This design comes from an exercise in tuning for small area, a short achievable clock period and few clock cycles per item on the open sky130 flow, not from production work. In this exercise RTL edits were held to simulation tests only and were not proved equivalent to the original. No driver is modelled on the clock port, so clocking that relies on it looks cheaper here than on a real chip. Power is estimated from default activity; no workload was simulated.

===== flow/standard.sh =====
#!/bin/bash
# synth_recipe.tcl (not shown) runs the flow's synth.tcl, then flattens the netlist and writes it again
# the make line also repeats each setting of config.mk as NAME=value (left out here)
make -C /OpenROAD-flow-scripts/flow DESIGN_CONFIG=/design/flow/config.mk WORK_HOME=/design/flow/orfs CLKGATE_MAP_FILE= SYNTH_SCRIPT=/design/flow/synth_recipe.tcl "${@:-finish}"

===== flow/flow/run.sh =====
#!/bin/bash
# The standard layout with two changes:
#  - the port buffers are the platform's smallest plain buffer (buf_1) instead of the
#    default pick, a delay cell;
#  - clock tree synthesis is replaced by flow/clock.tcl: a few clock buffers, each at the
#    centre of a group of nearby flip-flops, driven directly by the clock port.
# Each tool's full output goes to a log of its own in this folder.
set -euo pipefail
PORTS="BUFFER_PORTS_ARGS=-buffer_cell sky130_fd_sc_hd__buf_1"
bash standard.sh "$PORTS" place > flow_place.log 2>&1
MARGIN=$(sed -n "s/^export SETUP_SLACK_MARGIN *= *//p" config.mk)
SETUP_SLACK_MARGIN=${MARGIN:-0} RES_DIR=orfs/results/$FLOW_PLATFORM/jpc_idecode/base \
  CLOCK_GROUPS=2 CLOCK_BUF=sky130_fd_sc_hd__clkbuf_16 \
  openroad -no_init -exit flow/clock.tcl > flow_clock.log 2>&1
bash standard.sh "$PORTS" finish > flow_finish.log 2>&1

===== flow/flow/clock.tcl =====
# Clock distribution in place of ORFS's clock tree synthesis: the flip-flops are split into
# a few groups by position (k-means), and one clock buffer at the centre of each group drives
# that group's clock pins; the clock port drives only these buffers. Then the same timing
# repair and legalisation as ORFS's CTS step, and its outputs (4_1_cts.odb, 4_cts.sdc).
set res $::env(RES_DIR)
set k $::env(CLOCK_GROUPS)
set buf_cell $::env(CLOCK_BUF)
read_liberty $::env(FLOW_HOME)/platforms/sky130hd/lib/sky130_fd_sc_hd__tt_025C_1v80.lib
read_db $res/3_place.odb
read_sdc $res/3_place.sdc
source $::env(FLOW_HOME)/platforms/sky130hd/setRC.tcl

set block [ord::get_db_block]
set dbu [$block getDbUnitsPerMicron]

# clock pin of each flip-flop and its position in um
set pts {}
foreach pin [all_registers -clock_pins] {
  set bbox [[sta::sta_to_db_inst [get_cells -of_objects $pin]] getBBox]
  lappend pts [list $pin [expr {([$bbox xMin] + [$bbox xMax]) / 2.0 / $dbu}] \
                         [expr {([$bbox yMin] + [$bbox yMax]) / 2.0 / $dbu}]]
}
set n [llength $pts]

# k-means, seeded with points spread along x+y
set sorted [lsort -real -command {apply {{a b} {
  set d [expr {[lindex $a 1] + [lindex $a 2] - [lindex $b 1] - [lindex $b 2]}]
  expr {$d < 0 ? -1 : ($d > 0 ? 1 : 0)}}}} $pts]
set cents {}
for {set c 0} {$c < $k} {incr c} {
  set p [lindex $sorted [expr {int(($c + 0.5) * $n / $k)}]]
  lappend cents [list [lindex $p 1] [lindex $p 2]]
}
for {set it 0} {$it < 50} {incr it} {
  for {set c 0} {$c < $k} {incr c} { set grp($c) {}; set sx($c) 0.0; set sy($c) 0.0 }
  foreach p $pts {
    set best 0; set bd 1e30
    for {set c 0} {$c < $k} {incr c} {
      set dx [expr {[lindex $p 1] - [lindex $cents $c 0]}]
      set dy [expr {[lindex $p 2] - [lindex $cents $c 1]}]
      set d [expr {$dx * $dx + $dy * $dy}]
      if {$d < $bd} { set bd $d; set best $c }
    }
    lappend grp($best) [lindex $p 0]
    set sx($best) [expr {$sx($best) + [lindex $p 1]}]
    set sy($best) [expr {$sy($best) + [lindex $p 2]}]
  }
  set new {}
  for {set c 0} {$c < $k} {incr c} {
    set m [llength $grp($c)]
    if {$m == 0} { lappend new [lindex $cents $c] } else {
      lappend new [list [expr {$sx($c) / $m}] [expr {$sy($c) / $m}]]
    }
  }
  set cents $new
}

# final assignment with at most ceil(n/k) flip-flops per group: nearest pairs first
set cap [expr {($n + $k - 1) / $k}]
set pairs {}
foreach p $pts {
  for {set c 0} {$c < $k} {incr c} {
    set dx [expr {[lindex $p 1] - [lindex $cents $c 0]}]
    set dy [expr {[lindex $p 2] - [lindex $cents $c 1]}]
    lappend pairs [list [expr {$dx * $dx + $dy * $dy}] [lindex $p 0] $c [lindex $p 1] [lindex $p 2]]
  }
}
for {set c 0} {$c < $k} {incr c} { set grp($c) {}; set sx($c) 0.0; set sy($c) 0.0 }
set done [dict create]
foreach q [lsort -real -index 0 $pairs] {
  lassign $q d pin c x y
  if {[dict exists $done $pin] || [llength $grp($c)] >= $cap} { continue }
  dict set done $pin 1
  lappend grp($c) $pin
  set sx($c) [expr {$sx($c) + $x}]
  set sy($c) [expr {$sy($c) + $y}]
}
set cents {}
for {set c 0} {$c < $k} {incr c} {
  set m [llength $grp($c)]
  if {$m == 0} { lappend cents {0 0} } else { lappend cents [list [expr {$sx($c) / $m}] [expr {$sy($c) / $m}]] }
}

for {set c 0} {$c < $k} {incr c} {
  if {[llength $grp($c)] == 0} { continue }
  lassign [lindex $cents $c] x y
  puts "clock group $c: [llength $grp($c)] flip-flops, buffer at $x $y"
  set sta_buf [insert_buffer -buffer_cell $buf_cell -net clk -load_pins $grp($c) \
    -location [list $x $y] -buffer_name clkbuf_$c -net_name clknet_$c]
  set buf [sta::sta_to_db_inst $sta_buf]
  foreach term {A X} { [[$buf findITerm $term] getNet] setSigType CLOCK }
}

set_propagated_clock [all_clocks]
estimate_parasitics -placement
detailed_placement
estimate_parasitics -placement
set margin 0
if {[info exists ::env(SETUP_SLACK_MARGIN)]} { set margin $::env(SETUP_SLACK_MARGIN) }
repair_timing -setup -setup_margin $margin -repair_tns 100
repair_timing -hold -hold_margin 0
detailed_placement
check_placement -verbose
report_checks -path_delay max -group_path_count 5 -format end
report_check_types -max_slew -max_capacitance -violators
foreach pin [all_registers -clock_pins] {
  set s [get_property $pin slew_max]
  if {![info exists worst] || $s > $worst} { set worst $s }
}
puts "worst flip-flop clock slew (estimated): $worst"
write_db $res/4_1_cts.odb
write_sdc -no_timestamp $res/4_cts.sdc

===== flow/config.mk =====
export PLATFORM = sky130hd
export DESIGN_NAME = jpc_idecode
export DESIGN_NICKNAME = jpc_idecode
export VERILOG_FILES = /design/flow/design.v
export SDC_FILE = /design/flow/constraint.sdc
export NUM_CORES = 4
export LEC_CHECK = 0
export CAP_MARGIN = 20
export CORE_MARGIN = 2
export CORE_UTILIZATION = 40
export SETUP_SLACK_MARGIN = 2.75
export SLEW_MARGIN = 20

===== flow/design.v =====
module jpc_idecode(
    input  wire        clk,
    input  wire        rst,
    input  wire [31:0] instr_I,
    input  wire        instr_valid_I,
    input  wire        decode_ready_I,
    output wire        instr_ready_O,
    output wire [6:0]  opcode_O,
    output wire [2:0]  funct3_O,
    output wire [4:0]  rd_O,
    output wire [31:0] imm32_O,
    output wire [4:0]  rs1_O,
    output wire [4:0]  rs2_O,
    output wire [6:0]  funct7_O,
    output wire        ecall_O,
    output wire        ebreak_O,
    output wire        fence_O,
    output wire        fence_i_O,
    output wire        error_O,
    output reg         decode_valid_O
);
    assign instr_ready_O = decode_ready_I;
    always @(posedge clk or posedge rst) begin
        if (rst)
            decode_valid_O <= 1'b0;
        else
            decode_valid_O <= instr_valid_I & decode_ready_I;
    end
    wire [31:0] i  = instr_I;
    wire [6:0]  op = i[6:0];
    wire        s  = i[31];
    wire op_opimm = (op == 7'b0010011);
    wire op_load  = (op == 7'b0000011);
    wire op_jalr  = (op == 7'b1100111);
    wire op_store = (op == 7'b0100011);
    wire op_br    = (op == 7'b1100011);
    wire op_jal   = (op == 7'b1101111);
    wire op_lui   = (op == 7'b0110111);
    wire op_auipc = (op == 7'b0010111);
    wire op_op    = (op == 7'b0110011);
    wire op_sys   = (op == 7'b1110011);
    wire op_fence = (op == 7'b0001111);
    wire fmt_i = op_opimm | op_load | op_jalr;
    wire fmt_u = op_lui | op_auipc;
    wire upper_zero = (i[31:21] == 11'd0);
    wire d_imm0  = (fmt_i & i[20]) | (op_store & i[7]) | (fmt_u & i[12]);
    wire d_imm11 = ((fmt_i | op_store) & s) | (op_br & i[7]) | (op_jal & i[20]) | (fmt_u & i[23]);
    wire d_hi    = (fmt_i | op_store | op_br | op_jal) & s;
    wire d_mid   = (fmt_i | op_store | op_br) & s;
    wire d_ij    = fmt_i | op_jal;
    wire d_sb    = op_store | op_br;
    wire d_isbj  = fmt_i | op_store | op_br | op_jal;
    wire d_sysz  = op_sys & upper_zero;
    wire d_fen   = op_fence & (i[14:13] == 2'b00);
    wire d_err   = ~(fmt_i | op_store | op_br | op_jal | fmt_u | op_op | op_sys | op_fence)
                 | (op_jalr & (i[14:12] != 3'b000))
                 | (op_sys & ~upper_zero)
                 | (op_fence & (i[14:13] != 2'b00));
    reg [31:0] ir;
    reg        imm0_r, imm11_r, hi_r, mid_r, ij_r, sb_r, isbj_r, j_r, u_r;
    reg        sysz_r, fen_r, err_r;
    always @(posedge clk) begin
        ir      <= instr_I;
        imm0_r  <= d_imm0;
        imm11_r <= d_imm11;
        hi_r    <= d_hi;
        mid_r   <= d_mid;
        ij_r    <= d_ij;
        sb_r    <= d_sb;
        isbj_r  <= d_isbj;
        j_r     <= op_jal;
        u_r     <= fmt_u;
        sysz_r  <= d_sysz;
        fen_r   <= d_fen;
        err_r   <= d_err;
    end
    assign opcode_O = ir[6:0];
    assign rd_O     = ir[11:7];
    assign funct3_O = ir[14:12];
    assign rs1_O    = ir[19:15];
    assign rs2_O    = ir[24:20];
    assign funct7_O = ir[31:25];
    assign imm32_O[0]     = imm0_r;
    assign imm32_O[4:1]   = ({4{ij_r}} & ir[24:21]) | ({4{sb_r}} & ir[11:8]) | ({4{u_r}} & ir[16:13]);
    assign imm32_O[10:5]  = ({6{isbj_r}} & ir[30:25]) | ({6{u_r}} & ir[22:17]);
    assign imm32_O[11]    = imm11_r;
    assign imm32_O[19:12] = {8{mid_r}} | ({8{j_r}} & ir[19:12]) | ({8{u_r}} & ir[31:24]);
    assign imm32_O[31:20] = {12{hi_r}};
    assign ecall_O   = sysz_r & ~ir[20];
    assign ebreak_O  = sysz_r &  ir[20];
    assign fence_O   = fen_r  & ~ir[12];
    assign fence_i_O = fen_r  &  ir[12];
    assign error_O   = err_r;
endmodule

===== flow/constraint.sdc =====
create_clock -name core_clock -period 5.0 [get_ports {clk}]
set_input_delay 1.0000 -clock core_clock [delete_from_list [all_inputs] [get_ports {clk}]]
set_output_delay 1.0000 -clock core_clock [all_outputs]
set_load 0.01 [all_outputs]

==> reports/qor.csv, run 1 <==
metric,value,unit
top-area cell type share of the netlist area,53.62,%
Starting DRT DRC Count,54,
switch share,23.29,%
slowest cell on the critical path,clkbuf_2,
count of mapped cells out of synthesis,146,
WP data required,4.00,ns
switching power,142.8,uW
initial core utilization,41.37,%
placed inst area,0.001947,mm2
fin util,50.79,%
Final Max Tran Viols,0,
drt total wl,4325,um
routability cong.,0.8960,
Critical Path Max Stage Delay,0.13,ns
Critical path destination,instr_ready_O,
die height,68.09,um
cell taking the most area after synthesis,dfxtp_1,
detailed placer's ending HPWL,3380,um
total grt overflow,0,
highest clock rate,0.4533,GHz
critical-path maximum fanout,2,
Crit. path cell count,2,
first-pass GRT wire length,5899,um
status,timing/DRC/antenna clean,
nets,272,
dominant combinational cell family by area after synthesis,compound AO/OA/AOI/OAI gates,
register area share after synthesis,55.14,%
Die Wd,68.09,um
share of cells above drive strength 1,5.983,%
dominant cells by area after synthesis,"dfxtp_1 (54%), buf_4 (6.9%), a221o_1 (5.5%)",
Mean Syn Cell Area,11.25,um2
CP Data Arrival Time,1.21,ns
initial antenna violation count,0,
Yosys cell types,36,
Post-Syn Nets,182,
crit path from,decode_ready_I,
post-route design area,0.002017,mm2
post-synthesis mux area share,0.6093,%
critical path type,input port to output port,
Gate power share,10.5,%
"Top FF cell, synth",dfxtp_1,
post-route DRC violation count,0,
startpoint types,input port,
relative slew slack,55.62,%
post-route ant nets,0,
largest net degree at the start of global routing,24,
Non-Filler Instances,284,
Ports,107,
setup TNS,0,ns
"Area growth, synth to finish",22.77,%
share of power burned in registers,62.8,%
drt via density,5.204,
clock slew at reported path FFs,0.09,ns
Buf/Inv on CP,2,
compound-gate portion of the synthesized area,17.36,%
Netlist Area Pre-Place,0.001643,mm2
Worst Tran Pin Value,0.6656,ns
simple-gate share of the synthesized area,15.54,%
ys async rst share,2.222,%
power per cell area,303.9,mW/mm2
Placed Cells incl. Taps,280,
Clock Power Share,26.7,%
critical path cell sequence,buf_1 > clkbuf_2,
final hold vios,0,
Post-synth EDFFs,0,
Pint,470.2,uW
CP endpoint kind,output port,
Synth Register Bits,45,
XOR/XNOR Fraction of Synth Area,0,%
core box area,0.003971,mm2
# Max-Cap Violations,0,
vias,1478,
Hold WC Path Type,input port to asynchronous set/reset pin,
RSZ-0062 raised after global routing,false,
crit-path leading delay family,buffers and inverters,
total power,613.0,uW
Yosys warning count,1,
final setup vio count,0,
filler instances,396,
TritonRoute pass-1 iters,5,
leakage power,0.7709,nW
n_diodes,0,
peak supply drop,0.2150,mV
GRT Overall Usage,16.60,%
port bufs,106,
"count leader, synth",dfxtp_1,
Post-synth top cells,"dfxtp_1 (44), buf_4 (15), a221o_1 (9), nand2_1 (9), inv_1 (8)",
Final Critical Period,2.206,ns
via count of the first global-routing pass,1176,
Tcrit/Tclk final,44.12,%
drt wl/cell,15.23,um
Synth Area in Adders,0,%
Die ar.,0.004636,mm2
# rows,23,
-- per-layer routing --
layer  routed length, um  vias up  track usage [%]
met3                 481        2            1.645
li1                    -      702                -
met1                1837      681            22.96
met5                   0        -                0
met4                  18        0           0.7500
met2                1988       93            29.37
-- power by group through the flow --
stage | Clock [mW] | Sequential, mW | Combinational [mW]
6_report | 0.164 | 0.385 | 0.0644
5_1_grt | 0.181 | 0.387 | 0.0710
3_5_place_dp | 0 | 0.394 | 0.0638
3_3_place_gp | 0 | 0.394 | 0.0644
2_1_floorplan | 0 | 0.398 | 0.0281
-- per-stage QoR --
stage | hold WS (ns) | setup WS [ns]
floorplan | 0.7287 | 2.881
global placement | 0.8074 | 2.710
detailed placement | 0.8079 | 2.662
global route | 0.6388 | 2.752
finish | 0.6331 | 2.794
-- logic make-up (layout without fill, tap and decap cells) --
group                  after synthesis  after routing
DFF                                 45             45
and+or+nand+nor                     39             39
buffers and inverters               30            118
muxes                                1              1
AOI/OAI and AO/OA                   31             31
-- layout by cell type, fill, tap and decap left out, types with 3 or more instances in the layout --
cell	instances
buf_1	105
nand2_1	9
a222oi_1	4
nor2_1	3
nor4_1	6
and2_1	5
dfxtp_1	43
nor3_1	4
a22o_1	6
a221o_1	9
inv_1	8
nor2b_1	3
-- registers in the layout (all words and copies together) (netlist names) --
signal	cells
mid_r	1
hi_r	1
err_r	1
fen_r	1
sb_r	1
ir	32
decode_valid_O	1
u_r	1
sysz_r	1
imm11_r	1
isbj_r	1
ij_r	1
j_r	1
imm0_r	1
-- worst min-delay path by stage --
stage                     startpoint        endpoint  slack (ns)  depth (start not counted)
after global placement           rst  decode_valid_O        0.81                          2
after detailed placement         rst  decode_valid_O        0.81                          2
final                            rst  decode_valid_O        0.63                          2
after global routing             rst  decode_valid_O        0.64                          2
after floorplan                  rst  decode_valid_O        0.73                          1
-- cell type report --
type	count	area, um2	area share (%)
clock buffer	2	50.05	2.481
inverter	8	30.03	1.489
multi-input combinational	71	550.5	27.30
sequential	45	909.6	45.10
tap	50	62.56	3.102
timing repair buffer	108	414.1	20.53
Testbench counts, summed over its fixed seeds: cycles 12,646, items 12,000.
==> run 2: changes to the inputs <==
--- a/flow/flow/run.sh
+++ b/flow/flow/run.sh
@@ -12,3 +12,3 @@
 SETUP_SLACK_MARGIN=${MARGIN:-0} RES_DIR=orfs/results/$FLOW_PLATFORM/jpc_idecode/base \
-  CLOCK_GROUPS=2 CLOCK_BUF=sky130_fd_sc_hd__clkbuf_16 \
+  CLOCK_GROUPS=3 CLOCK_BUF=sky130_fd_sc_hd__clkbuf_8 \
   openroad -no_init -exit flow/clock.tcl > flow_clock.log 2>&1
==> run 2 against run 1 <==
  * Still clean on timing, DRC and antenna
  * Non-clock buffer count unchanged
  * Via count increased by 1.2%
  * Utilization decreased by 0.19 points
  * Sequential share of layout area increased by 0.17 points
  * Routed wire length increased by 0.58%
  * Sequential power about the same
  * Synthesized area unchanged
  * Hold slack improved by 0.0087 ns
  * Final area decreased by 0.37%
  * Largest power group unchanged
==> reports/qor.csv, run 2 <==
metric,value,unit
count of mapped cells out of synthesis,146,
share of cells above drive strength 1,6.809,%
Min Hold Slack,0.6419,ns
GRT Overall Usage,16.67,%
CP endpoint kind,output port,
first-pass GRT wire length,5934,um
drt total wl,4350,um
compound-gate portion of the synthesized area,17.36,%
Synth Register Bits,45,
initial core utilization,41.37,%
routability cong.,0.8960,
Final Max Tran Viols,0,
switching power,143.8,uW
drt via density,5.246,
Largest Register,ir,
Pint,452.7,uW
port bufs,106,
critical path type,input port to output port,
TritonRoute pass-1 iters,4,
total grt overflow,0,
Tcrit/Tclk final,44.12,%
WP data required,4.00,ns
Starting DRT DRC Count,58,
"Area growth, synth to finish",22.32,%
core box area,0.003971,mm2
slowest cell on the critical path,clkbuf_2,
status,timing/DRC/antenna clean,
post-route design area,0.002009,mm2
n_diodes,0,
Worst Tran Pin Value,0.5064,ns
nets,273,
"Top FF cell, synth",dfxtp_1,
crit-path leading delay family,buffers and inverters,
# Max-Cap Violations,0,
detailed placer's ending HPWL,3380,um
Synth Area in Adders,0,%
via count of the first global-routing pass,1200,
flip-flop count of the largest register after layout,32,
die height,68.09,um
clock slew at reported path FFs,0.09,ns
leakage power,0.7708,nW
cell taking the most area after synthesis,dfxtp_1,
Buf/Inv on CP,2,
register area share after synthesis,55.14,%
Post-synth EDFFs,0,
Yosys warning count,1,
post-route DRC violation count,0,
power per cell area,296.9,mW/mm2
Critical Path Max Stage Delay,0.13,ns
Post-synth top cells,"dfxtp_1 (44), buf_4 (15), a221o_1 (9), nand2_1 (9), inv_1 (8)",
placed inst area,0.001947,mm2
critical-path maximum fanout,2,
RSZ-0062 raised after global routing,false,
final setup vio count,0,
dominant combinational cell family by area after synthesis,compound AO/OA/AOI/OAI gates,
Hold WC Path Type,input port to asynchronous set/reset pin,
post-synthesis mux area share,0.6093,%
post-route ant nets,0,
largest net degree at the start of global routing,19,
relative slew slack,66.24,%
simple-gate share of the synthesized area,15.54,%
"count leader, synth",dfxtp_1,
Post-Syn Nets,182,
share of power burned in registers,64.5,%
post-place setup slack,2.662,ns
"most common cell after layout, fill and taps aside",buf_1,
Clock Power Share,24.7,%
CP Data Arrival Time,1.21,ns
highest clock rate,0.4533,GHz
Ports,107,
Final Critical Period,2.206,ns
dominant cells by area after synthesis,"dfxtp_1 (54%), buf_4 (6.9%), a221o_1 (5.5%)",
Netlist Area Pre-Place,0.001643,mm2
critical path cell sequence,buf_1 > clkbuf_2,
vias,1495,
initial antenna violation count,0,
Gate power share,10.8,%
final hold vios,0,
startpoint types,input port,
top-area cell type share of the netlist area,53.62,%
post-route worst setup slack,2.794,ns
most frequent cells in the layout,"buf_1 (104), dfxtp_1 (43), a221o_1 (9), nand2_1 (9), inv_1 (8)",
XOR/XNOR Fraction of Synth Area,0,%
peak supply drop,0.1713,mV
# rows,23,
Die ar.,0.004636,mm2
Mean Syn Cell Area,11.25,um2
Die Wd,68.09,um
drt wl/cell,15.26,um
switch share,24.11,%
Yosys cell types,36,
ys async rst share,2.222,%
setup TNS,0,ns
## run 2: cell count changes in the layout (fill, tap and decap cells not counted)
cell / before / now
clkbuf_16: 2 / 0
clkbuf_2: 1 / 2
buf_1: 105 / 104
clkbuf_8: 0 / 3
## run 2: cells by family (layout without fill, tap and decap cells)
group                  Yosys count  in the layout
buffers and inverters           30            119
AO/OA/AOI/OAI                   31             31
multiplexers                     1              1
flip-flops                      45             45
AND/OR/NAND/NOR                 39             39
## run 2: per-stage QoR
step	instances	util (%)	power, mW
5_1_grt	285	50.60	0.6199
2_1_floorplan	146	-	0.4262
3_3_place_gp	280	49.02	0.4585
3_5_place_dp	280	49.02	0.4579
6_report	285	50.60	0.5965
## run 2: worst max-delay path by stage
stage	start	end	slack [ns]	depth (start not counted)
2_1_floorplan	decode_ready_I	instr_ready_O	2.88	1
3_3_place_gp	instr_I[6]	imm11_r	2.71	5
3_5_place_dp	instr_I[6]	imm11_r	2.66	5
5_1_grt	decode_ready_I	instr_ready_O	2.78	2
6_report	decode_ready_I	instr_ready_O	2.79	2
## run 2: routing by layer
metal | up-vias | part of all wire (%) | GRT usage (%)
li1 | 706 | - | -
met1 | 693 | 42 | 22.86
met4 | 0 | 0.87 | 1.500
met2 | 92 | 46 | 29.25
met5 | - | 0 | 0
met3 | 4 | 11 | 1.809
## run 2: cell type report
class                      count  area (um2)
inverter                       8       30.03
fill                         396        1962
clock buffer                   3       41.29
timing repair buffer         108       415.4
tap                           50       62.56
multi-input combinational     71       550.5
sequential                    45       909.6
## run 2: power by group through the flow
stage	clock network, mW	logic (mW)	registers, mW
6_report	0.147	0.0643	0.385
5_1_grt	0.162	0.0711	0.387
3_5_place_dp	0	0.0638	0.394
3_3_place_gp	0	0.0644	0.394
2_1_floorplan	0	0.0281	0.398
==> run 3: changes to the inputs <==
--- a/flow/flow/run.sh
+++ b/flow/flow/run.sh
@@ -1,3 +1,5 @@
 #!/bin/bash
-# The standard layout with two changes:
+# The standard layout with three changes:
+#  - synthesis maps the logic with an area-oriented ABC script (flow/synth.tcl is the standard flow's
+#    standard synthesis script with only ABC's script replaced by flow/abc_area.script);
 #  - the port buffers are the platform's smallest plain buffer (buf_1) instead of the
@@ -8,4 +10,7 @@
 set -euo pipefail
+HERE=$(pwd)
+export MY_ABC_SCRIPT=$HERE/flow/abc_area.script
+SYN="SYNTH_SCRIPT=$HERE/flow/synth.tcl"
 PORTS="BUFFER_PORTS_ARGS=-buffer_cell sky130_fd_sc_hd__buf_1"
-bash standard.sh "$PORTS" place > flow_place.log 2>&1
+bash standard.sh "$SYN" "$PORTS" place > flow_place.log 2>&1
 MARGIN=$(sed -n "s/^export SETUP_SLACK_MARGIN *= *//p" config.mk)
@@ -14,2 +19,2 @@
   openroad -no_init -exit flow/clock.tcl > flow_clock.log 2>&1
-bash standard.sh "$PORTS" finish > flow_finish.log 2>&1
+bash standard.sh "$SYN" "$PORTS" finish > flow_finish.log 2>&1
==> flow/flow/abc_area.script (new file) <==
&get -n
&st
&dch
&nf
&put
==> flow/flow/synth.tcl (new file) <==
proc synth {args} { yosys synth -nofsm -noshare {*}$args }
# Technology mapping with an area-oriented ABC script (flow/abc_area.script) in place of
# ORFS's; everything else is the standard synthesis.
proc abc {args} {
  set i [lsearch -exact $args -script]
  if {$i >= 0} { lset args [expr {$i + 1}] $::env(MY_ABC_SCRIPT) }
  yosys abc {*}$args
}
source $::env(SCRIPTS_DIR)/synth.tcl
# left out here: clear keep_hierarchy, flatten, clean up, hide names made inside functions, write 1_2_yosys.v
--- a/flow/config.mk
+++ b/flow/config.mk
@@ -10,3 +10,3 @@
 export CORE_UTILIZATION = 40
-export SETUP_SLACK_MARGIN = 2.75
+export SETUP_SLACK_MARGIN = 2.85
 export SLEW_MARGIN = 20
==> run 3 against run 2 <==
  * Total power shrank 3.1%
  * Synthesized area shrank 11%
  * Count of clock-buffer cells in the layout is the same
  * Routed wire length shrank 12%
  * Final area shrank 3.6%
  * First-iteration DRC count shrank 16%
  * Worst setup slack gained 0.0036 ns
  * Hold slack lost 0.0018 ns
  * Sequential power is essentially flat
  * Critical path type unchanged
  * Die area shrank 10%
  * Largest power group unchanged
  * Via count shrank 8.8%
==> reports/qor.csv, run 3 <==
metric,value,unit
highest clock rate,0.4541,GHz
total grt overflow,0,
post-route DRC violation count,0,
initial core utilization,42.86,%
slowest cell on the critical path,buf_2,
top-area cell type share of the netlist area,60.17,%
Final Max Tran Viols,0,
nets,262,
total power,578.2,uW
port bufs,106,
Yosys warning count,1,
dominant cells by area after synthesis,"dfxtp_1 (60%), buf_4 (7.7%), a221o_1 (5.5%)",
Die ar.,0.004160,mm2
first-pass GRT wire length,5623,um
WP data required,4.00,ns
share of cells above drive strength 1,9.821,%
Final Critical Period,2.202,ns
Mean Syn Cell Area,11.71,um2
core box area,0.003416,mm2
crit path from,decode_ready_I,
GRT Overall Usage,16.65,%
"most common cell after layout, fill and taps aside",buf_1,
Worst Tran Pin Value,0.4714,ns
power per cell area,298.5,mW/mm2
Hold WC Path Type,input port to asynchronous set/reset pin,
drt via density,5.048,
post-place setup slack,2.612,ns
critical-path maximum fanout,2,
post-route ant nets,0,
cell taking the most area after synthesis,dfxtp_1,
CP endpoint kind,output port,
# rows,21,
most frequent cells in the layout,"buf_1 (99), dfxtp_1 (43), a221o_1 (8)",
n_diodes,0,
drt wl/cell,14.16,um
leakage power,0.7106,nW
Ports,107,
"Area growth, synth to finish",32.31,%
flip-flop count of the largest register after layout,32,
Buf/Inv on CP,2,
Yosys cell types,29,
post-route worst setup slack,2.798,ns
drt total wl,3824,um
status,timing/DRC/antenna clean,
vias,1363,
largest net degree at the start of global routing,19,
crit-path leading delay family,buffers and inverters,
Tcrit/Tclk final,44.05,%
# Max-Cap Violations,0,
critical path cell sequence,buf_1 > buf_2,
Die Wd,64.50,um
Netlist Area Pre-Place,0.001464,mm2
register area share after synthesis,61.88,%
Critical Path Max Stage Delay,0.13,ns
final setup vio count,0,
Post-synth top cells,"dfxtp_1 (44), buf_4 (15), a221o_1 (8), a22o_1 (6)",
ys async rst share,2.222,%
final hold vios,0,
"count leader, synth",dfxtp_1,
count of mapped cells out of synthesis,125,
die height,64.50,um
Synth Register Bits,45,
relative slew slack,68.29,%
critical path type,input port to output port,
initial antenna violation count,0,
routability cong.,0.8822,
startpoint types,input port,
peak supply drop,0.1788,mV
Post-synth EDFFs,0,
Starting DRT DRC Count,49,
TritonRoute pass-1 iters,4,
"Top FF cell, synth",dfxtp_1,
clock slew at reported path FFs,0.08,ns
detailed placer's ending HPWL,2948,um
Min Hold Slack,0.6401,ns
CP Data Arrival Time,1.20,ns
RSZ-0062 raised after global routing,true,
setup TNS,0,ns
Largest Register,ir,
Post-Syn Nets,161,
via count of the first global-routing pass,1200,
run 3: path summary, 6_finish.rpt:
kind,end,depth (start not counted)
min,decode_valid_O,2
max in group asynchronous,decode_valid_O,2
max,instr_ready_O,2
min in group core_clock,ir[16],1
run 3: layer usage:
metal / part of all wire [%] / global-route usage [%] / vias to the layer above
li1: - / - / 649
met1: 40 / 21.05 / 623
met2: 48 / 30.99 / 85
met3: 10 / 1.736 / 6
met4: 1.2 / 2.926 / 0
met5: 0 / 0 / -
run 3: final cells by class:
type / instances / area (um2)
inverters: 5 / 18.77
flip-flops and latches: 45 / 909.6
multi-input cells: 60 / 467.9
clock buffers: 3 / 41.29
well taps: 46 / 57.56
fillers: 318 / 1479
repair buffers: 111 / 441.7
run 3: kinds of logic after synthesis:
group	count (synthesis)	share of synthesized area [%]
AO/OA/AOI/OAI	26	15.81
flip-flops	45	61.88
buffers and inverters	20	8.975
AND/OR/NAND/NOR	34	13.33
run 3: per-stage QoR:
stage / cells / area [um2] / utilization (%)
3_5_place_dp: 262 / 1807 / 52.89
2_1_floorplan: 125 / 1464 / -
5_1_grt: 270 / 1937 / 56.70
6_report: 270 / 1937 / 56.70
3_3_place_gp: 262 / 1807 / 52.89
run 3: power by group:
| part | leakage (nW) | switching [mW] | internal, mW |
|---|---|---|---|
| logic | 0.308 | 0.0325 | 0.0218 |
| registers | 0.381 | 0.0111 | 0.374 |
| clock network | 0.0216 | 0.0838 | 0.0553 |
| total | 0.711 | 0.127 | 0.451 |
==> run 4: changes to the inputs <==
--- a/flow/config.mk
+++ b/flow/config.mk
@@ -10,3 +10,3 @@
 export CORE_UTILIZATION = 40
-export SETUP_SLACK_MARGIN = 2.85
+export SETUP_SLACK_MARGIN = 2.3
 export SLEW_MARGIN = 20
==> run 4 against run 3 <==
  * Still clean
  * Clock power is essentially flat
  * Via count down 2.4%
  * Die area unchanged
  * Global-route usage decreased by 0.15 points
==> reports/qor.csv, run 4 <==
metric,value,unit
register area share after synthesis,61.88,%
switching power,125.8,uW
critical-path maximum fanout,18,
Yosys warning count,1,
leakage power,0.6589,nW
nets,257,
dominant cells by area after synthesis,"dfxtp_1 (60%), buf_4 (7.7%), a221o_1 (5.5%)",
CP endpoint kind,output port,
# rows,21,
# Max-Cap Violations,0,
Mean Syn Cell Area,11.71,um2
total power,574.9,uW
Pint,449.1,uW
die height,64.50,um
Netlist Area Pre-Place,0.001464,mm2
CP Data Arrival Time,1.33,ns
flip-flop count of the largest register after layout,32,
detailed placer's ending HPWL,2948,um
count of mapped cells out of synthesis,125,
post-route ant nets,0,
clock slew at reported path FFs,0.08,ns
Post-synth EDFFs,0,
via count of the first global-routing pass,1196,
Gate power share,8.7,%
share of cells above drive strength 1,1.370,%
total grt overflow,0,
initial antenna violation count,0,
Min Hold Slack,0.6410,ns
power per cell area,311.1,mW/mm2
post-route worst setup slack,2.670,ns
Die Wd,64.50,um
Starting DRT DRC Count,39,
setup TNS,0,ns
cell taking the most area after synthesis,dfxtp_1,
drt total wl,3685,um
"Area growth, synth to finish",26.24,%
vias,1330,
filler instances,328,
most frequent cells in the layout,"buf_1 (106), dfxtp_1 (44), a221o_1 (8)",
status,timing/DRC/antenna clean,
critical path type,flop to output port,
RSZ-0062 raised after global routing,false,
Ports,107,
Hold WC Path Type,input port to asynchronous set/reset pin,
Final Critical Period,2.330,ns
Placed Cells incl. Taps,262,
drt via density,5.019,
relative slew slack,60.02,%
Yosys cell types,29,
Die ar.,0.004160,mm2
Non-Filler Instances,265,
"count leader, synth",dfxtp_1,
Worst Tran Pin Value,0.5990,ns
port bufs,106,
final setup vio count,0,
share of power burned in registers,67.1,%
first-pass GRT wire length,5575,um
crit path from,u_r,
Post-Syn Nets,161,
routability cong.,0.8822,
post-place setup slack,2.612,ns
Tcrit/Tclk final,46.59,%
top-area cell type share of the netlist area,60.17,%
Post-synth top cells,"dfxtp_1 (44), buf_4 (15), a221o_1 (8), a22o_1 (6)",
"most common cell after layout, fill and taps aside",buf_1,
final hold vios,0,
Final Max Tran Viols,0,
largest net degree at the start of global routing,19,
drt wl/cell,13.91,um
initial core utilization,42.86,%
startpoint types,flop,
core box area,0.003416,mm2
TritonRoute pass-1 iters,4,
n_diodes,0,
ys async rst share,2.222,%
GRT Overall Usage,16.51,%
Clock Power Share,24.2,%
"Top FF cell, synth",dfxtp_1,
WP data required,4.00,ns
highest clock rate,0.4293,GHz
switch share,21.89,%
peak supply drop,0.1752,mV
post-route DRC violation count,0,
Largest Register,ir,
Synth Register Bits,45,
run 4: cell counts after synthesis:
Identical to the previous run, type by type.
run 4: how the worst max path moves through the flow:
stage | endpoint | slack [ns] | depth (start not counted)
2_1_floorplan | instr_ready_O | 2.88 | 1
3_3_place_gp | err_r | 2.71 | 5
3_5_place_dp | err_r | 2.61 | 5
5_1_grt | imm32_O[2] | 2.54 | 3
6_report | imm32_O[2] | 2.67 | 3
run 4: worst max-delay path, stage by stage, from the launching register on:
cell      delay, ns
dfxtp_1        0.50
a222oi_1       0.44
clkinv_1       0.11
buf_1          0.14
run 4: power by group through the flow:
stage               registers, mW  logic, mW  clock network, mW
floorplan                   0.399     0.0156                  0
global placement            0.394     0.0498                  0
detailed placement          0.394     0.0506                  0
global route                0.388     0.0553              0.159
finish                      0.386     0.0502              0.139
run 4: kinds of logic (layout without fill, tap and decap cells):
logic type | count (synthesis) | in the layout | share of synthesized area [%]
DFF | 45 | 45 | 61.88
buffers and inverters | 20 | 114 | 8.975
AOI/OAI and AO/OA | 26 | 26 | 15.81
and+or+nand+nor | 34 | 34 | 13.33
run 4: final cells by class:
class	count	area, um2	share of cell area (%)
sequential	45	905.9	49.02
timing repair buffer	106	397.9	21.53
clock buffer	3	41.29	2.234
tap	46	57.56	3.114
inverter	5	18.77	1.016
multi-input combinational	60	426.7	23.09
run 4: metal layers:
layer | global-route usage (%) | wire length, um | up-vias
met5 | 0 | 0 | -
met4 | 2.926 | 46 | 0
met3 | 1.736 | 396 | 6
met2 | 30.60 | 1788 | 86
met1 | 20.94 | 1454 | 600
li1 | - | - | 638
run 4: metrics by stage:
step,area (um2),util [%]
floorplan,1464,-
global placement,1807,52.89
detailed placement,1807,52.89
global route,1848,54.10
finish,1848,54.10
==> run 5: changes to the inputs <==
--- a/flow/config.mk
+++ b/flow/config.mk
@@ -10,3 +10,3 @@
 export CORE_UTILIZATION = 40
-export SETUP_SLACK_MARGIN = 2.3
+export SETUP_SLACK_MARGIN = 2.5
 export SLEW_MARGIN = 20
==> run 5 against run 4 <==
  * Still clean on timing, DRC and antenna
  * Die area did not move
  * Final area did not move
  * Total power did not move
  * Sequential share of layout area did not move
  * Synthesized cell count did not move
  * Maximum frequency did not move
  * Clock power barely moved
  * Critical path type unchanged
  * Critical endpoint unchanged
  * Largest cell class unchanged
  * Highest routed layer unchanged
==> reports/qor.csv, run 5 <==
metric,value,unit
status,timing/DRC/antenna clean,
Netlist Area Pre-Place,0.001464,mm2
Final Max Tran Viols,0,
Final Critical Period,2.330,ns
"Area growth, synth to finish",26.24,%
routability cong.,0.8822,
first-pass GRT wire length,5575,um
drt via density,5.019,
initial antenna violation count,0,
post-route ant nets,0,
Post-Syn Nets,161,
Worst Tran Pin Value,0.5990,ns
Die Wd,64.50,um
port bufs,106,
register area share after synthesis,61.88,%
Yosys cell types,29,
drt wl/cell,13.91,um
post-route design area,0.001848,mm2
Critical Path Max Stage Delay,0.50,ns
"most common cell after layout, fill and taps aside",buf_1,
Post-synth EDFFs,0,
slowest cell on the critical path,dfxtp_1,
largest net degree at the start of global routing,19,
count of mapped cells out of synthesis,125,
TritonRoute pass-1 iters,4,
"Top FF cell, synth",dfxtp_1,
setup TNS,0,ns
peak supply drop,0.1752,mV
Die ar.,0.004160,mm2
CP Data Arrival Time,1.33,ns
GRT Overall Usage,16.51,%
vias,1330,
Tcrit/Tclk final,46.59,%
total power,574.9,uW
detailed placer's ending HPWL,2948,um
Synth Register Bits,45,
share of cells above drive strength 1,1.370,%
n_diodes,0,
Mean Syn Cell Area,11.71,um2
initial core utilization,42.86,%
via count of the first global-routing pass,1196,
leakage power,0.6589,nW
# rows,21,
ys async rst share,2.222,%
flip-flop count of the largest register after layout,32,
startpoint types,flop,
post-route DRC violation count,0,
filler instances,328,
die height,64.50,um
critical path type,flop to output port,
most frequent cells in the layout,"buf_1 (106), dfxtp_1 (44), a221o_1 (8)",
core box area,0.003416,mm2
power per cell area,311.1,mW/mm2
relative slew slack,60.02,%
Largest Register,ir,
Hold WC Path Type,input port to asynchronous set/reset pin,
critical path cell sequence,a222oi_1 > clkinv_1 > buf_1,
top-area cell type share of the netlist area,60.17,%
drt total wl,3685,um
total grt overflow,0,
critical-path maximum fanout,18,
Ports,107,
# Max-Cap Violations,0,
final hold vios,0,
Post-synth top cells,"dfxtp_1 (44), buf_4 (15), a221o_1 (8), a22o_1 (6)",
Starting DRT DRC Count,39,
dominant cells by area after synthesis,"dfxtp_1 (60%), buf_4 (7.7%), a221o_1 (5.5%)",
CP endpoint kind,output port,
final setup vio count,0,
placed inst area,0.001807,mm2
WP data required,4.00,ns
RSZ-0062 raised after global routing,false,
nets,257,
clock slew at reported path FFs,0.08,ns
cell taking the most area after synthesis,dfxtp_1,
"count leader, synth",dfxtp_1,
highest clock rate,0.4293,GHz
Yosys warning count,1,
[run 5: cell counts after synthesis]
Identical to the previous run, type by type.
[run 5: final timing paths]
check,startpoint,endpoint,slack [ns],cells after the start
worst min-delay path,rst,decode_valid_O,0.64,2
worst max-delay path,u_r,imm32_O[2],2.67,3
max in group asynchronous,rst,decode_valid_O,4.28,2
min in group core_clock,instr_I[15],ir[15],0.94,1
[run 5: critical path: cells and delay by family, from the launching register on]
| kind | cells | cell delay (ns) |
|---|---|---|
| compound gates | 1 | 0.44 |
| buf+inv | 2 | 0.25 |
| flops | 1 | 0.50 |
[run 5: kinds of logic after synthesis]
group           after synthesis  share of synthesized area, %
simple gates                 34                         13.33
buf+inv                      20                         8.975
flops                        45                         61.88
compound gates               26                         15.81
[run 5: routing by layer]
layer  vias to the layer above  share of wire [%]  global-route usage, %
li1                        638                  -                      -
met3                         6                 11                  1.736
met4                         0                1.2                  2.926
met1                       600                 39                  20.94
met5                         -                  0                      0
met2                        86                 49                  30.60
[run 5: power breakdown]
group / internal, mW / switching (mW) / leakage (nW)
logic: 0.0195 / 0.0307 / 0.257
clock network: 0.0553 / 0.0838 / 0.0216
registers: 0.374 / 0.0113 / 0.380
[run 5: metrics by stage]
step	instances	setup WS, ns	utilization, %	hold WS (ns)
after global placement	262	2.708	52.89	0.8062
after floorplan	125	2.881	-	0.7228
final	265	2.670	54.10	0.6410
after global routing	265	2.540	54.10	0.6425
after detailed placement	262	2.612	52.89	0.8067
[run 5: layout make-up]
class	instances	area [um2]	area share, %
Inverter	5	18.77	1.016
Tap cell	46	57.56	3.114
Timing Repair Buffer	106	397.9	21.53
Sequential cell	45	905.9	49.02
Multi-Input combinational cell	60	426.7	23.09
Clock buffer	3	41.29	2.234
==> run 6: changes to the inputs <==
--- a/flow/config.mk
+++ b/flow/config.mk
@@ -10,3 +10,3 @@
 export CORE_UTILIZATION = 40
-export SETUP_SLACK_MARGIN = 2.5
+export SETUP_SLACK_MARGIN = 2.6
 export SLEW_MARGIN = 20
==> run 6 against run 5 <==
  * Sequential cell count unchanged
  * Cell count did not move
  * Utilization increased by 0.26 points
  * Routed wire length increased by 0.22%
  * Via count shrank 0.60%
  * Critical endpoint is now instr_ready_O
  * Critical path depth shrank 1
  * Still clean on timing, DRC and antenna
  * Critical path type is now input port to output port
  * Largest power group unchanged
==> reports/qor.csv, run 6 <==
metric,value,unit
Worst Tran Pin Value,0.4688,ns
Post-Syn Nets,161,
"most common cell after layout, fill and taps aside",buf_1,
critical path type,input port to output port,
slowest cell on the critical path,buf_1,
critical-path maximum fanout,2,
first-pass GRT wire length,5575,um
drt total wl,3693,um
Die Wd,64.50,um
power per cell area,309.8,mW/mm2
Hold WC Path Type,input port to asynchronous set/reset pin,
dominant cells by area after synthesis,"dfxtp_1 (60%), buf_4 (7.7%), a221o_1 (5.5%)",
# rows,21,
post-route worst setup slack,2.775,ns
switching power,126.1,uW
Buf/Inv on CP,2,
Ports,107,
largest net degree at the start of global routing,19,
share of power burned in registers,67.0,%
Largest Register,ir,
initial antenna violation count,0,
Yosys cell types,29,
die height,64.50,um
Mean Syn Cell Area,11.71,um2
initial core utilization,42.86,%
via count of the first global-routing pass,1196,
TritonRoute pass-1 iters,4,
"Area growth, synth to finish",26.84,%
drt wl/cell,13.94,um
Synth Register Bits,45,
cell taking the most area after synthesis,dfxtp_1,
port bufs,106,
ys async rst share,2.222,%
WP data required,4.00,ns
grt met2 use,30.60,%
GRT Overall Usage,16.51,%
drt via density,4.989,
startpoint types,input port,
core box area,0.003416,mm2
"Top FF cell, synth",dfxtp_1,
setup TNS,0,ns
filler instances,328,
Yosys warning count,1,
Final Max Tran Viols,0,
RSZ-0062 raised after global routing,false,
met1 Usage GRT,20.94,%
final hold vios,0,
Gate power share,8.8,%
vias,1322,
CP Data Arrival Time,1.22,ns
count of mapped cells out of synthesis,125,
flip-flop count of the largest register after layout,32,
highest clock rate,0.4495,GHz
final setup vio count,0,
met3 usage,1.736,%
crit-path leading delay family,buffers and inverters,
relative slew slack,68.46,%
# Max-Cap Violations,0,
n_diodes,0,
GR peak layer,met2,
register area share after synthesis,61.88,%
Pint,449.2,uW
Starting DRT DRC Count,43,
clock slew at reported path FFs,0.08,ns
Post-synth EDFFs,0,
Final Critical Period,2.225,ns
detailed placer's ending HPWL,2948,um
top-area cell type share of the netlist area,60.17,%
post-route DRC violation count,0,
"most used cell, CP",buf_1,
leakage power,0.6608,nW
share of cells above drive strength 1,2.283,%
critical path cell sequence,buf_1 > buf_1,
most frequent cells in the layout,"buf_1 (106), dfxtp_1 (43), a221o_1 (8)",
status,timing/DRC/antenna clean,
"count leader, synth",dfxtp_1,
Clock Power Share,24.2,%
Critical Path Max Stage Delay,0.15,ns
post-place setup slack,2.612,ns
Netlist Area Pre-Place,0.001464,mm2
peak supply drop,0.1757,mV
Post-synth top cells,"dfxtp_1 (44), buf_4 (15), a221o_1 (8), a22o_1 (6)",
total grt overflow,0,
CP endpoint kind,output port,
nets,257,
Tcrit/Tclk final,44.49,%
routability cong.,0.8822,
Die ar.,0.004160,mm2
switch share,21.92,%
post-route ant nets,0,
## run 6: logic make-up after synthesis
kind of cell,count (synthesis),synth area share [%]
buf+inv,20,8.975
compound gates,26,15.81
simple gates,34,13.33
flops,45,61.88
## run 6: metrics by stage
step | util, % | hold WS [ns] | area (um2) | total power, mW | cells
2_1_floorplan | - | 0.7228 | 1464 | 0.4144 | 125
3_3_place_gp | 52.89 | 0.8062 | 1807 | 0.4434 | 262
3_5_place_dp | 52.89 | 0.8067 | 1807 | 0.4446 | 262
5_1_grt | 54.36 | 0.6425 | 1857 | 0.6019 | 265
6_report | 54.36 | 0.6413 | 1857 | 0.5753 | 265
## run 6: area by class of cell
cell class / instances / area (um2) / share of cell area [%]
sequential: 45 / 907.1 / 48.85
multi-input combinational: 60 / 434.2 / 23.38
timing repair buffer: 106 / 397.9 / 21.43
tap: 46 / 57.56 / 3.100
clock buffer: 3 / 41.29 / 2.224
inverter: 5 / 18.77 / 1.011
## run 6: metal layers
| metal | vias to the layer above | routed length, um |
|---|---|---|
| li1 | 639 | - |
| met1 | 596 | 1502 |
| met2 | 81 | 1770 |
| met4 | 0 | 46 |
| met3 | 6 | 374 |
| met5 | - | 0 |
## run 6: path summary, 6_finish.rpt
path	from	to	slack [ns]	depth (start not counted)
max in group asynchronous	rst	decode_valid_O	4.28	2
min	rst	decode_valid_O	0.64	2
min in group core_clock	instr_I[15]	ir[15]	0.94	1
max	decode_ready_I	instr_ready_O	2.78	2
## run 6: power groups by stage
stage	sequential, mW	combinational (mW)	clock [mW]
2_1_floorplan	0.399	0.0156	0
3_3_place_gp	0.394	0.0498	0
3_5_place_dp	0.394	0.0506	0
5_1_grt	0.388	0.0558	0.159
6_report	0.386	0.0507	0.139
==> run 7: changes to the inputs <==
--- a/flow/config.mk
+++ b/flow/config.mk
@@ -10,3 +10,3 @@
 export CORE_UTILIZATION = 40
-export SETUP_SLACK_MARGIN = 2.6
+export SETUP_SLACK_MARGIN = 2.7
 export SLEW_MARGIN = 20
==> run 7 against run 6 <==
  * Still clean
  * Critical path depth unchanged
  * Via count increased by 2.0%
  * Count of clock-buffer cells in the layout unchanged
  * Sequential share of layout area decreased by 0.32 points
  * Die area unchanged
  * Clock power about the same
  * First-iteration DRC count decreased by 7.0%
  * Largest cell class unchanged
  * Largest power group unchanged
==> reports/qor.csv, run 7 <==
metric,value,unit
flip-flop count of the largest register after layout,32,
Netlist Area Pre-Place,0.001464,mm2
count of mapped cells out of synthesis,125,
Gate power share,8.9,%
GRT Overall Usage,16.51,%
Post-synth top cells,"dfxtp_1 (44), buf_4 (15), a221o_1 (8), a22o_1 (6)",
critical-path maximum fanout,2,
post-route ant nets,0,
share of cells above drive strength 1,3.167,%
top-area cell type share of the netlist area,60.17,%
drt total wl,3730,um
"most used cell, CP",buf_1,
leakage power,0.6718,nW
Pint,448.9,uW
setup TNS,0,ns
post-route DRC violation count,0,
initial antenna violation count,0,
switching power,126.0,uW
Largest Register,ir,
Placed Cells incl. Taps,262,
post-route worst setup slack,2.775,ns
critical path cell sequence,buf_1 > buf_1,
critical path type,input port to output port,
total grt overflow,0,
Die ar.,0.004160,mm2
RSZ-0062 raised after global routing,false,
"Top FF cell, synth",dfxtp_1,
vias,1348,
nets,259,
dominant cells by area after synthesis,"dfxtp_1 (60%), buf_4 (7.7%), a221o_1 (5.5%)",
Ports,107,
highest clock rate,0.4495,GHz
"Area growth, synth to finish",28.03,%
power per cell area,306.7,mW/mm2
CP endpoint kind,output port,
cell taking the most area after synthesis,dfxtp_1,
final setup vio count,0,
core box area,0.003416,mm2
routability cong.,0.8822,
die height,64.50,um
"most common cell after layout, fill and taps aside",buf_1,
TritonRoute pass-1 iters,5,
register area share after synthesis,61.88,%
Final Max Tran Viols,0,
placed inst area,0.001807,mm2
Final Critical Period,2.225,ns
status,timing/DRC/antenna clean,
# rows,21,
Post-synth EDFFs,0,
Starting DRT DRC Count,40,
Yosys cell types,29,
filler instances,326,
Min Hold Slack,0.6417,ns
n_diodes,0,
# Max-Cap Violations,0,
Clock Power Share,24.1,%
Mean Syn Cell Area,11.71,um2
drt wl/cell,13.97,um
peak supply drop,0.1754,mV
share of power burned in registers,67.0,%
post-place setup slack,2.612,ns
most frequent cells in the layout,"buf_1 (106), dfxtp_1 (43), a221o_1 (8)",
drt via density,5.049,
Die Wd,64.50,um
Yosys warning count,1,
crit path from,decode_ready_I,
slowest cell on the critical path,buf_1,
CP Data Arrival Time,1.22,ns
clock slew at reported path FFs,0.08,ns
largest net degree at the start of global routing,19,
Worst Tran Pin Value,0.4657,ns
detailed placer's ending HPWL,2948,um
Critical Path Max Stage Delay,0.15,ns
Hold WC Path Type,input port to asynchronous set/reset pin,
crit-path leading delay family,buffers and inverters,
initial core utilization,42.86,%
final hold vios,0,
via count of the first global-routing pass,1196,
startpoint types,input port,
Non-Filler Instances,267,
Synth Register Bits,45,
Post-Syn Nets,161,
switch share,21.92,%
WP data required,4.00,ns
relative slew slack,68.67,%
Tcrit/Tclk final,44.49,%
Buf/Inv on CP,2,
"count leader, synth",dfxtp_1,
ys async rst share,2.222,%
port bufs,106,
post-route design area,0.001874,mm2
first-pass GRT wire length,5575,um
-- run 7: changes by cell type in the layout (fill, tap and decap cells not counted) --
cell,delta
buf_4,+2
dfxtp_2,-1
dfxtp_4,+1
-- run 7: path summary, 6_finish.rpt --
path                             endpoint  slack (ns)  depth (start not counted)
setup / recovery            instr_ready_O        2.78                          2
hold / removal             decode_valid_O        0.64                          2
max in group asynchronous  decode_valid_O        4.28                          2
min in group core_clock            ir[15]        0.94                          1
-- run 7: layout make-up --
type                       count  area, um2  share of cell area, %
timing repair buffer         108      412.9                  22.03
multi-input combinational     60      434.2                  23.16
inverter                       5      18.77                  1.001
tap                           46      57.56                  3.071
sequential                    45      909.6                  48.53
clock buffer                   3      41.29                  2.203
-- run 7: power groups by stage --
stage | Sequential [mW] | Combinational, mW | Clock, mW
floorplan | 0.399 | 0.0156 | 0
global placement | 0.394 | 0.0498 | 0
detailed placement | 0.394 | 0.0506 | 0
global route | 0.387 | 0.0563 | 0.158
finish | 0.385 | 0.0512 | 0.139
-- run 7: cells by family after synthesis --
group | after synthesis | synth area share, %
buffers and inverters | 20 | 8.975
and+or+nand+nor | 34 | 13.33
AOI/OAI and AO/OA | 26 | 15.81
DFF | 45 | 61.88
-- run 7: stage by stage --
step / total power, mW / utilization [%]
after global placement: 0.4434 / 52.89
final: 0.5749 / 54.87
after floorplan: 0.4144 / -
after detailed placement: 0.4446 / 52.89
after global routing: 0.6017 / 54.87
-- run 7: per-layer routing --
| metal | part of all wire (%) | wire, um | track usage, % | vias up |
|---|---|---|---|---|
| met5 | 0 | 0 | 0 | - |
| met4 | 1.2 | 46 | 2.926 | 0 |
| met3 | 9.8 | 366 | 1.736 | 6 |
| met2 | 48 | 1805 | 30.60 | 82 |
| met1 | 41 | 1511 | 20.94 | 617 |
| li1 | - | - | - | 643 |
==> run 8: changes to the inputs <==
--- a/flow/config.mk
+++ b/flow/config.mk
@@ -10,3 +10,3 @@
 export CORE_UTILIZATION = 40
-export SETUP_SLACK_MARGIN = 2.7
+export SETUP_SLACK_MARGIN = 2.75
 export SLEW_MARGIN = 20
==> run 8 against run 7 <==
  * Combinational power rose by 2%
  * Sequential share of layout area fell by 0.39 points
  * Cell count rose by 0.37%
  * Sequential cell count did not move
  * Routed wire length rose by 0.29%
  * Synthesized cell count did not move
==> reports/qor.csv, run 8 <==
metric,value,unit
die height,64.50,um
Netlist Area Pre-Place,0.001464,mm2
Die ar.,0.004160,mm2
via count of the first global-routing pass,1196,
n_diodes,0,
top-area cell type share of the netlist area,60.17,%
nets,260,
Yosys warning count,1,
Critical Path Max Stage Delay,0.13,ns
Tcrit/Tclk final,44.13,%
ys async rst share,2.222,%
drt via density,5.007,
Post-synth EDFFs,0,
placed inst area,0.001807,mm2
port bufs,106,
startpoint types,input port,
first-pass GRT wire length,5575,um
# rows,21,
Post-Syn Nets,161,
dominant cells by area after synthesis,"dfxtp_1 (60%), buf_4 (7.7%), a221o_1 (5.5%)",
Die Wd,64.50,um
clock slew at reported path FFs,0.08,ns
cell taking the most area after synthesis,dfxtp_1,
register area share after synthesis,61.88,%
"count leader, synth",dfxtp_1,
vias,1342,
drt total wl,3741,um
CP endpoint kind,output port,
"Top FF cell, synth",dfxtp_1,
"most common cell after layout, fill and taps aside",buf_1,
post-route ant nets,0,
Final Max Tran Viols,0,
leakage power,0.6835,nW
Ports,107,
peak supply drop,0.1759,mV
slowest cell on the critical path,clkbuf_2,
final hold vios,0,
flip-flop count of the largest register after layout,32,
routability cong.,0.8822,
initial antenna violation count,0,
crit-path leading delay family,buffers and inverters,
count of mapped cells out of synthesis,125,
setup TNS,0,ns
"Area growth, synth to finish",29.06,%
largest net degree at the start of global routing,19,
WP data required,4.00,ns
CP Data Arrival Time,1.21,ns
Yosys cell types,29,
final setup vio count,0,
critical-path maximum fanout,2,
total power,575.9,uW
TritonRoute pass-1 iters,5,
Starting DRT DRC Count,43,
status,timing/DRC/antenna clean,
total grt overflow,0,
post-route design area,0.001889,mm2
relative slew slack,67.89,%
most frequent cells in the layout,"buf_1 (104), dfxtp_1 (43), a221o_1 (8)",
Largest Register,ir,
Mean Syn Cell Area,11.71,um2
power per cell area,304.8,mW/mm2
initial core utilization,42.86,%
critical path cell sequence,buf_1 > clkbuf_2,
Buf/Inv on CP,2,
post-route DRC violation count,0,
critical path type,input port to output port,
GRT Overall Usage,16.51,%
# Max-Cap Violations,0,
Synth Register Bits,45,
RSZ-0062 raised after global routing,true,
Final Critical Period,2.207,ns
Post-synth top cells,"dfxtp_1 (44), buf_4 (15), a221o_1 (8), a22o_1 (6)",
Worst Tran Pin Value,0.4773,ns
detailed placer's ending HPWL,2948,um
highest clock rate,0.4532,GHz
drt wl/cell,13.96,um
Hold WC Path Type,input port to asynchronous set/reset pin,
core box area,0.003416,mm2
share of cells above drive strength 1,4.955,%
run 8: cell types whose count changed in the layout (fill, tap and decap cells not counted), sizes merged:
cell | before | now
clkbuf | 3 | 5
buf | 108 | 107
run 8: through the flow:
step	setup WS [ns]	std cells	hold WS [ns]	util, %
global route	2.738	268	0.6426	55.31
detailed placement	2.612	262	0.8067	52.89
global placement	2.708	262	0.8062	52.89
floorplan	2.881	125	0.7228	-
finish	2.793	268	0.6411	55.31
run 8: power breakdown:
part           internal (mW)  total [mW]  switching (mW)
clock network         0.0553       0.139          0.0837
registers              0.374       0.385          0.0112
logic                 0.0206      0.0521          0.0315
total                  0.450       0.576           0.126
run 8: cell families after synthesis:
logic type / Yosys count / share of synthesized area, %
buf+inv: 20 / 8.975
simple gates: 34 / 13.33
compound gates: 26 / 15.81
flops: 45 / 61.88
run 8: area by class of cell:
class	count	area (um2)
Clock buffer	3	41.29
Sequential cell	45	909.6
Multi-Input combinational cell	60	439.2
Fill cell	324	1526
Timing Repair Buffer	109	422.9
Inverter	5	18.77
Tap cell	46	57.56
run 8: metal layers:
| metal | wire length (um) | global-route usage (%) |
|---|---|---|
| met4 | 46 | 2.926 |
| met5 | 0 | 0 |
| met1 | 1534 | 20.94 |
| met3 | 358 | 1.736 |
| met2 | 1801 | 30.60 |
run 8: worst paths after layout:
kind                                  end  depth (start not counted)            from  slack [ns]
max                         instr_ready_O                          2  decode_ready_I        2.79
min in group core_clock            ir[15]                          1     instr_I[15]        0.94
min                        decode_valid_O                          2             rst        0.64
max in group asynchronous  decode_valid_O                          2             rst        4.28
==> run 9: changes to the inputs <==
--- a/flow/config.mk
+++ b/flow/config.mk
@@ -9,4 +9,4 @@
 export CORE_MARGIN = 2
-export CORE_UTILIZATION = 40
-export SETUP_SLACK_MARGIN = 2.75
+export CORE_UTILIZATION = 55
+export SETUP_SLACK_MARGIN = 2.65
 export SLEW_MARGIN = 20
==> run 9 against run 8 <==
  * Critical path depth grew 3
  * Global-route usage grew 6.0 points
  * Combinational power shrank 4.6%
  * Critical path type is now input port to flop
  * Largest cell class unchanged
  * Highest routed layer unchanged
==> reports/qor.csv, run 9 <==
metric,value,unit
leakage power,0.6594,nW
cell taking the most area after synthesis,dfxtp_1,
clock slew at reported path FFs,0.09,ns
Hold WC Path Type,input port to asynchronous set/reset pin,
highest clock rate,0.4421,GHz
Non-Filler Instances,249,
register area,907.1,um2
total grt overflow,0,
drt via density,5.265,
Largest Register,ir,
Mean Syn Cell Area,11.71,um2
Starting DRT DRC Count,77,
TritonRoute pass-1 iters,5,
CP endpoint kind,flop,
drt total wl,3507,um
Gate power share,8.6,%
flip-flop count of the largest register after layout,32,
power per cell area,315.7,mW/mm2
critical path type,input port to flop,
via count of the first global-routing pass,1232,
routability cong.,0.8463,
n_diodes,0,
"Top FF cell, synth",dfxtp_1,
setup TNS,0,ns
Ports,107,
share of power burned in registers,66.8,%
switching power,128.4,uW
startpoint types,input port,
WP data required,5.03,ns
detailed placer's ending HPWL,2766,um
Pint,449.2,uW
# rows,18,
Placed Cells incl. Taps,246,
met1 Usage GRT,31.87,%
critical-path maximum fanout,6,
Final Max Tran Viols,0,
status,timing/DRC/antenna clean,
drt wl/cell,14.08,um
nets,257,
core box area,0.002500,mm2
top-area cell type share of the netlist area,60.17,%
met3 usage,2.093,%
Post-synth top cells,"dfxtp_1 (44), buf_4 (15), a221o_1 (8), a22o_1 (6)",
Yosys warning count,1,
register area share after synthesis,61.88,%
grt met2 use,38.44,%
Yosys cell types,29,
Die Wd,55.59,um
initial core utilization,58.56,%
count of mapped cells out of synthesis,125,
largest net degree at the start of global routing,19,
Post-synth EDFFs,0,
final setup vio count,0,
peak supply drop,0.2502,mV
relative slew slack,61.55,%
first-pass GRT wire length,5720,um
GR peak layer,met2,
initial antenna violation count,0,
Post-Syn Nets,161,
filler instances,191,
Die ar.,0.003090,mm2
post-route ant nets,0,
final hold vios,0,
Clock Power Share,24.6,%
RSZ-0062 raised after global routing,false,
CP Data Arrival Time,2.30,ns
dominant cells by area after synthesis,"dfxtp_1 (60%), buf_4 (7.7%), a221o_1 (5.5%)",
Final Critical Period,2.262,ns
post-route DRC violation count,0,
port bufs,106,
Synth Register Bits,45,
"Area growth, synth to finish",24.96,%
GRT Overall Usage,22.48,%
ys async rst share,2.222,%
Multi-input gate area,426.7,um2
share of cells above drive strength 1,1.826,%
switch share,22.23,%
"count leader, synth",dfxtp_1,
Worst Tran Pin Value,0.5750,ns
"most common cell after layout, fill and taps aside",buf_1,
Tcrit/Tclk final,45.24,%
die height,55.59,um
vias,1311,
most frequent cells in the layout,"buf_1 (106), dfxtp_1 (43), a221o_1 (8)",
Netlist Area Pre-Place,0.001464,mm2
# Max-Cap Violations,0,
run 9: cell counts after synthesis:
No cell type changed its count.
run 9: worst paths after layout:
kind	cells past startpoint	start	to
min in group core_clock	1	instr_I[18]	ir[18]
max in group asynchronous	2	rst	decode_valid_O
worst min-delay path	2	rst	decode_valid_O
worst max-delay path	5	instr_I[2]	err_r
run 9: metal layers:
| layer | part of all wire (%) | wire [um] |
|---|---|---|
| met1 | 44 | 1535 |
| met4 | 1.0 | 36 |
| met2 | 46 | 1627 |
| met3 | 8.8 | 308 |
| met5 | 0 | 0 |
run 9: area by class of cell:
type	count	area share (%)
multi-input cells	60	23.32
clock buffers	3	2.257
repair buffers	106	21.75
well taps	30	2.052
flip-flops and latches	45	49.59
inverters	5	1.026
run 9: per-stage QoR:
stage	hold slack, ns	setup slack [ns]	power, mW	util, %	instance area [um2]
2_1_floorplan	0.7228	2.881	0.4144	-	1464
3_3_place_gp	0.8050	2.709	0.4428	71.47	1787
3_5_place_dp	0.8116	2.593	0.4442	71.47	1787
5_1_grt	0.6494	2.661	0.6016	73.17	1829
6_report	0.6419	2.738	0.5776	73.17	1829
run 9: power by group through the flow:
stage / combinational, mW / clock, mW / sequential, mW
after global routing: 0.0548 / 0.158 / 0.388
after floorplan: 0.0156 / 0 / 0.399
final: 0.0497 / 0.142 / 0.386
after detailed placement: 0.0499 / 0 / 0.394
after global placement: 0.0493 / 0 / 0.393
run 9: kinds of logic (layout without fill, tap and decap cells):
kind of cell	Yosys count	count (layout)	synth area share, %
AO/OA/AOI/OAI	26	26	15.81
flip-flops	45	45	61.88
buffers and inverters	20	114	8.975
AND/OR/NAND/NOR	34	34	13.33
run 9: worst max-delay path: stages:
cell       delay [ns]
buf_1            0.10
nand4bb_1        0.32
o32ai_1          0.57
or3_1            0.23
o31ai_1          0.08
==> run 10: changes to the inputs <==
--- a/flow/config.mk
+++ b/flow/config.mk
@@ -9,3 +9,3 @@
 export CORE_MARGIN = 2
-export CORE_UTILIZATION = 55
+export CORE_UTILIZATION = 70
 export SETUP_SLACK_MARGIN = 2.65
==> run 10 against run 9 <==
  * Clock power up 6%
  * Utilization is 20 points higher
  * Non-clock buffer count unchanged
  * Synthesized area did not move
  * Cell count shrank 1.2%
  * First-iteration DRC count rose by 40%
  * Sequential power about the same
  * Total power is 2.3% higher
  * Critical path type is now flop to output port
  * Largest cell class unchanged
==> reports/qor.csv, run 10 <==
metric,value,unit
nets,257,
Ports,107,
placed inst area,0.001783,mm2
peak supply drop,0.3388,mV
status,timing/DRC/antenna clean,
# Max-Cap Violations,0,
slowest cell on the critical path,dfxtp_4,
crit path from,u_r,
post-route worst setup slack,2.713,ns
drt total wl,4927,um
"Top FF cell, synth",dfxtp_1,
simple-gate share of the synthesized area,13.33,%
Die ar.,0.002473,mm2
via count of the first global-routing pass,1459,
Min Hold Slack,0.6353,ns
Synth Area in Adders,0,%
drt wl/cell,20.03,um
port bufs,106,
core box area,0.001962,mm2
Placed Cells incl. Taps,243,
Final Max Tran Viols,0,
final setup vio count,0,
Mean Syn Cell Area,11.71,um2
count of mapped cells out of synthesis,125,
drt via density,6.130,
post-place setup slack,2.622,ns
Hold WC Path Type,input port to asynchronous set/reset pin,
total grt overflow,0,
RSZ-0062 raised after global routing,false,
ys async rst share,2.222,%
post-route DRC violation count,0,
Synth Register Bits,45,
top-area cell type share of the netlist area,60.17,%
highest clock rate,0.4373,GHz
vias,1508,
share of cells above drive strength 1,2.283,%
register area share after synthesis,61.88,%
GRT Overall Usage,38.85,%
total power,590.8,uW
Yosys cell types,29,
Multi-input gate area,434.2,um2
WP data required,4.00,ns
Largest Register,ir,
Tcrit/Tclk final,45.73,%
Non-Filler Instances,246,
relative slew slack,58.60,%
dominant combinational cell family by area after synthesis,compound AO/OA/AOI/OAI gates,
largest net degree at the start of global routing,19,
post-route ant nets,0,
Worst Tran Pin Value,0.6196,ns
most frequent cells in the layout,"buf_1 (106), dfxtp_1 (43), a221o_1 (8)",
fin util,93.56,%
"count leader, synth",dfxtp_1,
filler instances,67,
Critical path destination,imm32_O[2],
CP Data Arrival Time,1.29,ns
compound-gate portion of the synthesized area,15.81,%
dominant cells by area after synthesis,"dfxtp_1 (60%), buf_4 (7.7%), a221o_1 (5.5%)",
"Area growth, synth to finish",25.38,%
# rows,16,
Die Wd,49.73,um
clock slew at reported path FFs,0.10,ns
flip-flop count of the largest register after layout,32,
detailed placer's ending HPWL,3089,um
Starting DRT DRC Count,108,
Yosys warning count,1,
critical-path maximum fanout,18,
die height,49.73,um
cell taking the most area after synthesis,dfxtp_1,
"most common cell after layout, fill and taps aside",buf_1,
leakage power,0.6609,nW
Critical Path Max Stage Delay,0.42,ns
post-synthesis mux area share,0,%
Netlist Area Pre-Place,0.001464,mm2
initial antenna violation count,0,
first-pass GRT wire length,7355,um
Post-Syn Nets,161,
Post-synth EDFFs,0,
final hold vios,0,
XOR/XNOR Fraction of Synth Area,0,%
Final Critical Period,2.287,ns
n_diodes,0,
setup TNS,0,ns
startpoint types,flop,
critical path cell sequence,a222oi_1 > clkinv_1 > buf_1,
power per cell area,321.9,mW/mm2
post-route design area,0.001836,mm2
TritonRoute pass-1 iters,5,
register area,909.6,um2
Post-synth top cells,"dfxtp_1 (44), buf_4 (15), a221o_1 (8), a22o_1 (6)",
initial core utilization,74.62,%
critical path type,flop to output port,
routability cong.,0.8380,
CP endpoint kind,output port,
-- run 10: changes by cell type in the layout (fill, tap and decap cells not counted) --
cell | before | now
o32ai_2 | 0 | 1
dfxtp_2 | 1 | 0
o32ai_1 | 1 | 0
dfxtp_4 | 0 | 1
-- run 10: layout make-up --
cell class | instances | area share [%]
inverters | 5 | 1.022
well taps | 27 | 1.840
flip-flops and latches | 45 | 49.56
multi-input cells | 60 | 23.65
clock buffers | 3 | 2.249
repair buffers | 106 | 21.68
-- run 10: kinds of logic (layout without fill, tap and decap cells) --
logic type,count (synthesis),after routing
flip-flops,45,45
AND/OR/NAND/NOR,34,34
AO/OA/AOI/OAI,26,26
buffers and inverters,20,114
-- run 10: worst max-delay path: cells and delay by family (launching register included) --
family	cells	cell delay, ns
flops	1	0.42
buf+inv	2	0.29
compound gates	1	0.41
-- run 10: power breakdown --
group / switching [mW] / internal, mW / total (mW)
sequential: 0.0131 / 0.374 / 0.387
combinational: 0.0345 / 0.0196 / 0.0541
clock: 0.0942 / 0.0556 / 0.150
-- run 10: worst min path at each step --
stage / startpoint / to / slack (ns)
after floorplan: rst / decode_valid_O / 0.72
after global placement: rst / decode_valid_O / 0.80
after detailed placement: rst / decode_valid_O / 0.81
after global routing: rst / decode_valid_O / 0.64
final: rst / decode_valid_O / 0.64
-- run 10: layer usage --
layer / part of all wire (%) / GRT usage (%)
met5: 0 / 0
met4: 5.1 / 21.30
met3: 8.6 / 6.061
met2: 52 / 67.78
met1: 34 / 45.36

[what the ideal ports hide]
The flow's constraints put no driver on any port. The routed layouts listed below were extracted and timed again, unchanged, in two steps.
Step 1 assumes that a clkbuf_16 drives the clock port and a buf_2 every other input.
Step 2 times the ports against the registers' clock, not the clock port: input delays grow and output delays shrink by t, the midpoint of the rising clock arrivals with the driver on.
Slacks: no drivers / after step 1 / after step 2; pairs: no drivers / after step 1.
| run | t, ns | setup slack, ns |
|---|---|---|
| run 1 | 0.192 | 2.794 / 2.768 / 2.647 |
| run 2 | 0.197 | 2.794 / 2.769 / 2.768 |
| run 3 | 0.189 | 2.798 / 2.779 / 2.778 |
| run 4 | 0.188 | 2.670 / 2.627 / 2.594 |
| run 5 | 0.188 | 2.670 / 2.627 / 2.594 |
| run 6 | 0.189 | 2.775 / 2.747 / 2.717 |
| run 7 | 0.189 | 2.775 / 2.755 / 2.712 |
| run 8 | 0.189 | 2.793 / 2.772 / 2.721 |
| run 9 | 0.189 | 2.738 / 2.749 / 2.566 |
| run 10 | 0.190 | 2.713 / 2.676 / 2.594 |
After both steps setup and hold are still met in every run listed.
